What follows belongs to an exercise in optimizing a design on an open flow for small area, a short achievable clock period and few clock cycles per item; a production flow would make more cautious choices.
RTL that was checked went through simulation tests only; none was proved equivalent to the original.
No driver is modelled on the clock port, so clocking that relies on it looks cheaper here than on a real chip.

==> inputs of trial 73 <==
// Convolution
module Convolution(clk, rst_n, in_valid, weight_valid,
  In_IFM_1, In_IFM_2, In_IFM_3, In_IFM_4, In_IFM_5, In_IFM_6, In_IFM_7, In_IFM_8, In_IFM_9,
  In_Weight_1, In_Weight_2, In_Weight_3, In_Weight_4, In_Weight_5, In_Weight_6, In_Weight_7, In_Weight_8, In_Weight_9,
  out_valid, Out_OFM);
input clk, rst_n, in_valid, weight_valid;
input [7:0] In_IFM_1;
input [7:0] In_IFM_2;
input [7:0] In_IFM_3;
input [7:0] In_IFM_4;
input [7:0] In_IFM_5;
input [7:0] In_IFM_6;
input [7:0] In_IFM_7;
input [7:0] In_IFM_8;
input [7:0] In_IFM_9;
input [7:0] In_Weight_1;
input [7:0] In_Weight_2;
input [7:0] In_Weight_3;
input [7:0] In_Weight_4;
input [7:0] In_Weight_5;
input [7:0] In_Weight_6;
input [7:0] In_Weight_7;
input [7:0] In_Weight_8;
input [7:0] In_Weight_9;
output out_valid;
output [20:0] Out_OFM;
reg [7:0] x1, w1;
reg [7:0] x2, w2;
reg [7:0] x3, w3;
reg [7:0] x4, w4;
reg [7:0] x5, w5;
reg [7:0] x6, w6;
reg [7:0] x7, w7;
reg [7:0] x8, w8;
reg [7:0] x9, w9;
wire [7:0] wn1;
wsel #(.N(8)) u_wsel1(.s(weight_valid), .a(In_Weight_1), .b(w1), .y(wn1));
wire [7:0] wn2;
wsel #(.N(8)) u_wsel2(.s(weight_valid), .a(In_Weight_2), .b(w2), .y(wn2));
wire [7:0] wn3;
wsel #(.N(8)) u_wsel3(.s(weight_valid), .a(In_Weight_3), .b(w3), .y(wn3));
wire [7:0] wn4;
  ...
clock: 8.0 ns
lec_check: 0
abc_clock_period_in_ps: 2000
cap_margin: 20
core_margin: 2
core_utilization: 60
cts_cluster_diameter: 100
cts_cluster_size: 20
place_density: 0.7
slew_margin: 20
synth_hierarchical: 1
standard.sh (not shown) runs the stock make flow with config.mk's settings and CLKGATE_MAP_FILE= SYNTH_SCRIPT=/design/flow/synth_recipe.tcl, a recipe that flattens the netlist after the stock synthesis.
==> flow/flow/run.sh <==
#!/bin/bash
# Own flow: the standard ORFS flow (standard synthesis, same steps and scripts), with
#  - port buffers of a plain small buffer cell (every input and output port still gets one),
#  - a tighter setup-slack target for the resizer's timing repair (flow/margin.txt),
#  - optionally (flow/post_cts.tcl) a step after clock-tree synthesis that sizes down cells
#    that are faster than needed, keeping the same setup-slack target.
# Each tool's full output goes to flow_orfs.log in this folder; ORFS's per-step logs stay
# under orfs/logs/.
set -euo pipefail
MARGIN=$(cat flow/margin.txt 2>/dev/null || echo 5.0)
export BUFFER_PORTS_ARGS="-buffer_cell sky130_fd_sc_hd__buf_1"
if [[ -f flow/post_cts.tcl ]]; then
  export POST_CTS_TCL=$PWD/flow/post_cts.tcl
fi
export OWN_MARGIN=$MARGIN
bash standard.sh SETUP_SLACK_MARGIN=$MARGIN finish > flow_orfs.log 2>&1
==> flow/flow/margin.txt <==
5.35
==> flow/flow/post_cts.tcl <==
# After clock-tree synthesis and its timing repair: size down cells on paths with more
# setup slack than the target, then legalise the placement again.
estimate_parasitics -placement
repair_timing -recover_power 100 -setup_margin $::env(OWN_MARGIN) -verbose
detailed_placement
check_placement -verbose
==> build 65: changes against trial 73 <==
--- a/flow/design.v
+++ b/flow/design.v
@@ -2281,73 +2281,105 @@
 skm_g u_cg13(.a(fa_a[13]), .b(fa_b[13]), .y(cg13));
 skm_x u_cp13(.a(fa_a[13]), .b(fa_b[13]), .y(cp13));
 wire ct13;
 skm_t u_ct13(.a(fa_a[13]), .b(fa_b[13]), .y(ct13));
 wire pg0_13, pp0_13;
 skm_o11110 u_pg0_13(.gi(cg13), .pi(ct13), .gj(cg12), .pj(ct12), .go(pg0_13), .po(pp0_13));
+wire pg0_12, pp0_12;
+skm_o11110 u_pg0_12(.gi(cg12), .pi(ct12), .gj(cg11), .pj(ct11), .go(pg0_12), .po(pp0_12));
 wire pg0_11, pp0_11;
 skm_o11110 u_pg0_11(.gi(cg11), .pi(ct11), .gj(cg10), .pj(ct10), .go(pg0_11), .po(pp0_11));
+wire pg0_10, pp0_10;
+skm_o11110 u_pg0_10(.gi(cg10), .pi(ct10), .gj(cg9), .pj(ct9), .go(pg0_10), .po(pp0_10));
 wire pg0_9, pp0_9;
 skm_o11110 u_pg0_9(.gi(cg9), .pi(ct9), .gj(cg8), .pj(ct8), .go(pg0_9), .po(pp0_9));
+wire pg0_8, pp0_8;
+skm_o11110 u_pg0_8(.gi(cg8), .pi(ct8), .gj(cg7), .pj(ct7), .go(pg0_8), .po(pp0_8));
 wire pg0_7, pp0_7;
 skm_o11110 u_pg0_7(.gi(cg7), .pi(ct7), .gj(cg6), .pj(ct6), .go(pg0_7), .po(pp0_7));
+wire pg0_6, pp0_6;
+skm_o11110 u_pg0_6(.gi(cg6), .pi(ct6), .gj(cg5), .pj(ct5), .go(pg0_6), .po(pp0_6));
 wire pg0_5, pp0_5;
 skm_o11110 u_pg0_5(.gi(cg5), .pi(ct5), .gj(cg4), .pj(ct4), .go(pg0_5), .po(pp0_5));
+wire pg0_4, pp0_4;
+skm_o11110 u_pg0_4(.gi(cg4), .pi(ct4), .gj(cg3), .pj(ct3), .go(pg0_4), .po(pp0_4));
 wire pg0_3, pp0_3;
 skm_o11110 u_pg0_3(.gi(cg3), .pi(ct3), .gj(cg2), .pj(ct2), .go(pg0_3), .po(pp0_3));
+wire pg0_2, pp0_2;
+skm_o11110 u_pg0_2(.gi(cg2), .pi(ct2), .gj(cg1), .pj(ct1), .go(pg0_2), .po(pp0_2));
 wire pg0_1, pp0_1;
 skm_o11110 u_pg0_1(.gi(cg1), .pi(ct1), .gj(cg0), .pj(ct0), .go(pg0_1), .po(pp0_1));
+wire pg1_13, pp1_13;
+skm_o00001 u_pg1_13(.gi(pg0_13), .pi(pp0_13), .gj(pg0_11), .pj(pp0_11), .go(pg1_13), .po(pp1_13));
+wire pg1_12, pp1_12;
+skm_o00001 u_pg1_12(.gi(pg0_12), .pi(pp0_12), .gj(pg0_10), .pj(pp0_10), .go(pg1_12), .po(pp1_12));
 wire pg1_11, pp1_11;
 skm_o00001 u_pg1_11(.gi(pg0_11), .pi(pp0_11), .gj(pg0_9), .pj(pp0_9), .go(pg1_11), .po(pp1_11));
 wire pg1_10, pp1_10;
-skm_o11000 u_pg1_10(.gi(cg10), .pi(ct10), .gj(pg0_9), .pj(pp0_9), .go(pg1_10), .po(pp1_10));
+skm_o00001 u_pg1_10(.gi(pg0_10), .pi(pp0_10), .gj(pg0_8), .pj(pp0_8), .go(pg1_10), .po(pp1_10));
+wire pg1_9, pp1_9;
+skm_o00001 u_pg1_9(.gi(pg0_9), .pi(pp0_9), .gj(pg0_7), .pj(pp0_7), .go(pg1_9), .po(pp1_9));
+wire pg1_8, pp1_8;
+skm_o00001 u_pg1_8(.gi(pg0_8), .pi(pp0_8), .gj(pg0_6), .pj(pp0_6), .go(pg1_8), .po(pp1_8));
 wire pg1_7, pp1_7;
 skm_o00001 u_pg1_7(.gi(pg0_7), .pi(pp0_7), .gj(pg0_5), .pj(pp0_5), .go(pg1_7), .po(pp1_7));
 wire pg1_6, pp1_6;
-skm_o11000 u_pg1_6(.gi(cg6), .pi(ct6), .gj(pg0_5), .pj(pp0_5), .go(pg1_6), .po(pp1_6));
+skm_o00001 u_pg1_6(.gi(pg0_6), .pi(pp0_6), .gj(pg0_4), .pj(pp0_4), .go(pg1_6), .po(pp1_6));
+wire pg1_5, pp1_5;
+skm_o00001 u_pg1_5(.gi(pg0_5), .pi(pp0_5), .gj(pg0_3), .pj(pp0_3), .go(pg1_5), .po(pp1_5));
+wire pg1_4, pp1_4;
+skm_o00001 u_pg1_4(.gi(pg0_4), .pi(pp0_4), .gj(pg0_2), .pj(pp0_2), .go(pg1_4), .po(pp1_4));
 wire pg1_3, pp1_3;
 skm_o00001 u_pg1_3(.gi(pg0_3), .pi(pp0_3), .gj(pg0_1), .pj(pp0_1), .go(pg1_3), .po(pp1_3));
 wire pg1_2, pp1_2;
-skm_o11090 u_pg1_2(.gi(cg2), .pi(ct2), .gj(pg0_1), .pj(pg0_1), .go(pg1_2), .po(pp1_2));
+skm_o00111 u_pg1_2(.gi(pg0_2), .pi(pp0_2), .gj(cg0), .pj(ct0), .go(pg1_2), .po(pp1_2));
 wire pg2_13, pp2_13;
-skm_o00111 u_pg2_13(.gi(pg0_13), .pi(pp0_13), .gj(pg1_11), .pj(pp1_11), .go(pg2_13), .po(pp2_13));
+skm_o11110 u_pg2_13(.gi(pg1_13), .pi(pp1_13), .gj(pg1_9), .pj(pp1_9), .go(pg2_13), .po(pp2_13));
 wire pg2_12, pp2_12;
-skm_o11110 u_pg2_12(.gi(cg12), .pi(ct12), .gj(pg1_11), .pj(pp1_11), .go(pg2_12), .po(pp2_12));
+skm_o11110 u_pg2_12(.gi(pg1_12), .pi(pp1_12), .gj(pg1_8), .pj(pp1_8), .go(pg2_12), .po(pp2_12));
+wire pg2_11, pp2_11;
+skm_o11110 u_pg2_11(.gi(pg1_11), .pi(pp1_11), .gj(pg1_7), .pj(pp1_7), .go(pg2_11), .po(pp2_11));
+wire pg2_10, pp2_10;
+skm_o11110 u_pg2_10(.gi(pg1_10), .pi(pp1_10), .gj(pg1_6), .pj(pp1_6), .go(pg2_10), .po(pp2_10));
+wire pg2_9, pp2_9;
+skm_o11110 u_pg2_9(.gi(pg1_9), .pi(pp1_9), .gj(pg1_5), .pj(pp1_5), .go(pg2_9), .po(pp2_9));
+wire pg2_8, pp2_8;
+skm_o11110 u_pg2_8(.gi(pg1_8), .pi(pp1_8), .gj(pg1_4), .pj(pp1_4), .go(pg2_8), .po(pp2_8));
 wire pg2_7, pp2_7;
-skm_o11110 u_pg2_7(.gi(pg1_7), .pi(pp1_7), .gj(pg1_3), .pj(pp1_3), .go(pg2_7), .po(pp2_7));
+skm_o11190 u_pg2_7(.gi(pg1_7), .pi(pp1_7), .gj(pg1_3), .pj(pg1_3), .go(pg2_7), .po(pp2_7));
 wire pg2_6, pp2_6;
-skm_o00191 u_pg2_6(.gi(pg1_6), .pi(pp1_6), .gj(pg1_3), .pj(pg1_3), .go(pg2_6), .po(pp2_6));
+skm_o11190 u_pg2_6(.gi(pg1_6), .pi(pp1_6), .gj(pg1_2), .pj(pg1_2), .go(pg2_6), .po(pp2_6));
 wire pg2_5, pp2_5;
-skm_o00191 u_pg2_5(.gi(pg0_5), .pi(pp0_5), .gj(pg1_3), .pj(pg1_3), .go(pg2_5), .po(pp2_5));
+skm_o11000 u_pg2_5(.gi(pg1_5), .pi(pp1_5), .gj(pg0_1), .pj(pp0_1), .go(pg2_5), .po(pp2_5));
 wire pg2_4, pp2_4;
-skm_o11190 u_pg2_4(.gi(cg4), .pi(ct4), .gj(pg1_3), .pj(pg1_3), .go(pg2_4), .po(pp2_4));
+skm_o11110 u_pg2_4(.gi(pg1_4), .pi(pp1_4), .gj(cg0), .pj(ct0), .go(pg2_4), .po(pp2_4));
 wire pg3_13, pp3_13;
-skm_o11090 u_pg3_13(.gi(pg2_13), .pi(pp2_13), .gj(pg2_7), .pj(pg2_7), .go(pg3_13), .po(pp3_13));
+skm_o00091 u_pg3_13(.gi(pg2_13), .pi(pp2_13), .gj(pg2_5), .pj(pg2_5), .go(pg3_13), .po(pp3_13));
 wire pg3_12, pp3_12;
-skm_o00091 u_pg3_12(.gi(pg2_12), .pi(pp2_12), .gj(pg2_7), .pj(pg2_7), .go(pg3_12), .po(pp3_12));
+skm_o00091 u_pg3_12(.gi(pg2_12), .pi(pp2_12), .gj(pg2_4), .pj(pg2_4), .go(pg3_12), .po(pp3_12));
 wire pg3_11, pp3_11;
-skm_o11090 u_pg3_11(.gi(pg1_11), .pi(pp1_11), .gj(pg2_7), .pj(pg2_7), .go(pg3_11), .po(pp3_11));
+skm_o00191 u_pg3_11(.gi(pg2_11), .pi(pp2_11), .gj(pg1_3), .pj(pg1_3), .go(pg3_11), .po(pp3_11));
 wire pg3_10, pp3_10;
-skm_o00091 u_pg3_10(.gi(pg1_10), .pi(pp1_10), .gj(pg2_7), .pj(pg2_7), .go(pg3_10), .po(pp3_10));
+skm_o00191 u_pg3_10(.gi(pg2_10), .pi(pp2_10), .gj(pg1_2), .pj(pg1_2), .go(pg3_10), .po(pp3_10));
 wire pg3_9, pp3_9;
-skm_o00091 u_pg3_9(.gi(pg0_9), .pi(pp0_9), .gj(pg2_7), .pj(pg2_7), .go(pg3_9), .po(pp3_9));
+skm_o00091 u_pg3_9(.gi(pg2_9), .pi(pp2_9), .gj(pg0_1), .pj(pg0_1), .go(pg3_9), .po(pp3_9));
 wire pg3_8, pp3_8;
-skm_o11090 u_pg3_8(.gi(cg8), .pi(ct8), .gj(pg2_7), .pj(pg2_7), .go(pg3_8), .po(pp3_8));
+skm_o00191 u_pg3_8(.gi(pg2_8), .pi(pp2_8), .gj(cg0), .pj(cg0), .go(pg3_8), .po(pp3_8));
 assign hi[0] = cp0;
 skm_s1 u_sum1(.p(cp1), .c(cg0), .s(hi[1]));
 skm_s0 u_sum2(.p(cp2), .c(pg0_1), .s(hi[2]));
-skm_s0 u_sum3(.p(cp3), .c(pg1_2), .s(hi[3]));
+skm_s1 u_sum3(.p(cp3), .c(pg1_2), .s(hi[3]));
 skm_s1 u_sum4(.p(cp4), .c(pg1_3), .s(hi[4]));
 skm_s0 u_sum5(.p(cp5), .c(pg2_4), .s(hi[5]));
-skm_s1 u_sum6(.p(cp6), .c(pg2_5), .s(hi[6]));
-skm_s1 u_sum7(.p(cp7), .c(pg2_6), .s(hi[7]));
+skm_s0 u_sum6(.p(cp6), .c(pg2_5), .s(hi[6]));
+skm_s0 u_sum7(.p(cp7), .c(pg2_6), .s(hi[7]));
 skm_s0 u_sum8(.p(cp8), .c(pg2_7), .s(hi[8]));
-skm_s0 u_sum9(.p(cp9), .c(pg3_8), .s(hi[9]));
+skm_s1 u_sum9(.p(cp9), .c(pg3_8), .s(hi[9]));
 skm_s1 u_sum10(.p(cp10), .c(pg3_9), .s(hi[10]));
 skm_s1 u_sum11(.p(cp11), .c(pg3_10), .s(hi[11]));
-skm_s0 u_sum12(.p(cp12), .c(pg3_11), .s(hi[12]));
+skm_s1 u_sum12(.p(cp12), .c(pg3_11), .s(hi[12]));
 skm_s1 u_sum13(.p(cp13), .c(pg3_12), .s(hi[13]));
 reg [19:0] ofm;
 always @(posedge clk) ofm <= {hi, ~{s1291,k2_1251,k2_1250,k2_1249,k2_1248,k2_1247}};
 assign Out_OFM = {1'd0, ofm};
 endmodule
 module fa(a, b, c, s, co);
@@ -2398,18 +2430,12 @@
 module skm_o11000(gi, pi, gj, pj, go, po);
 input gi, pi, gj, pj;
 output go, po;
 assign go = ~(gi | (pi & ~gj));
 assign po = ~(pi & ~pj);
 endmodule
-module skm_o11090(gi, pi, gj, pj, go, po);
-input gi, pi, gj, pj;
-output go, po;
-assign go = ~(gi | (pi & ~gj));
-assign po = 1'b0;
-endmodule
 module skm_o11110(gi, pi, gj, pj, go, po);
 input gi, pi, gj, pj;
 output go, po;
 assign go = ~(gi | (pi & gj));
 assign po = ~(pi & pj);
 endmodule
Settings changed: CTS_CLUSTER_DIAMETER 100 to 75, CTS_CLUSTER_SIZE 20 to 30.
==> flow_summary.ini <==
[routing]
wl_per_cell_um = 24.0
via_count = 13500

[pwr]
pg_comb_mw = 6.70

[finish]
final_util_pct = 60.8

[run_status]
outcome = finished clean
The numbers above come from trial 73.

==> flow_summary.ini <==
[routing]
via_count = 13900

[floorplan]
die-area_um2 = 42800

[run_status]
outcome = finished clean

[pwr]
pg_comb_mw = 6.89

[finish]
final_util_pct = 61.9
The numbers above come from build 65.

Testbench counts of build 65, summed over its fixed seeds: cycles 824, items 800.
Function not checked in trial 73: the RTL went through the layout flow alone.

==> afterwards: timing with drivers on the ports <==
In the flow no input, the clock included, has a driving cell. The finished layouts below were timed again as built, in two steps.
Step 1: set_driving_cell puts a clkbuf_16 on clk and a buf_2 on each other input, an assumption about the parent block.
Step 2 also shifts input and output timing later by t, the mid clock arrival at the registers, as if the neighbouring blocks saw the same clock.
a / b / c = ideal ports / drivers / drivers and shift; a / b = the first two.
run	shift t [ns]	setup slack, ns	latest minus earliest clock arrival (ns)	worst slew at a driven data input, ns
trial 73	0.618	5.347 / 5.291 / 5.003	0.020 / 0.020	0.06
build 65	0.633	5.343 / 5.290 / 5.315	0.032 / 0.032	0.05
After both steps setup and hold are still met in every run listed. The setup slack of trial 73, which loses most, moves by -0.056 ns with the drivers and by -0.344 ns with both steps.
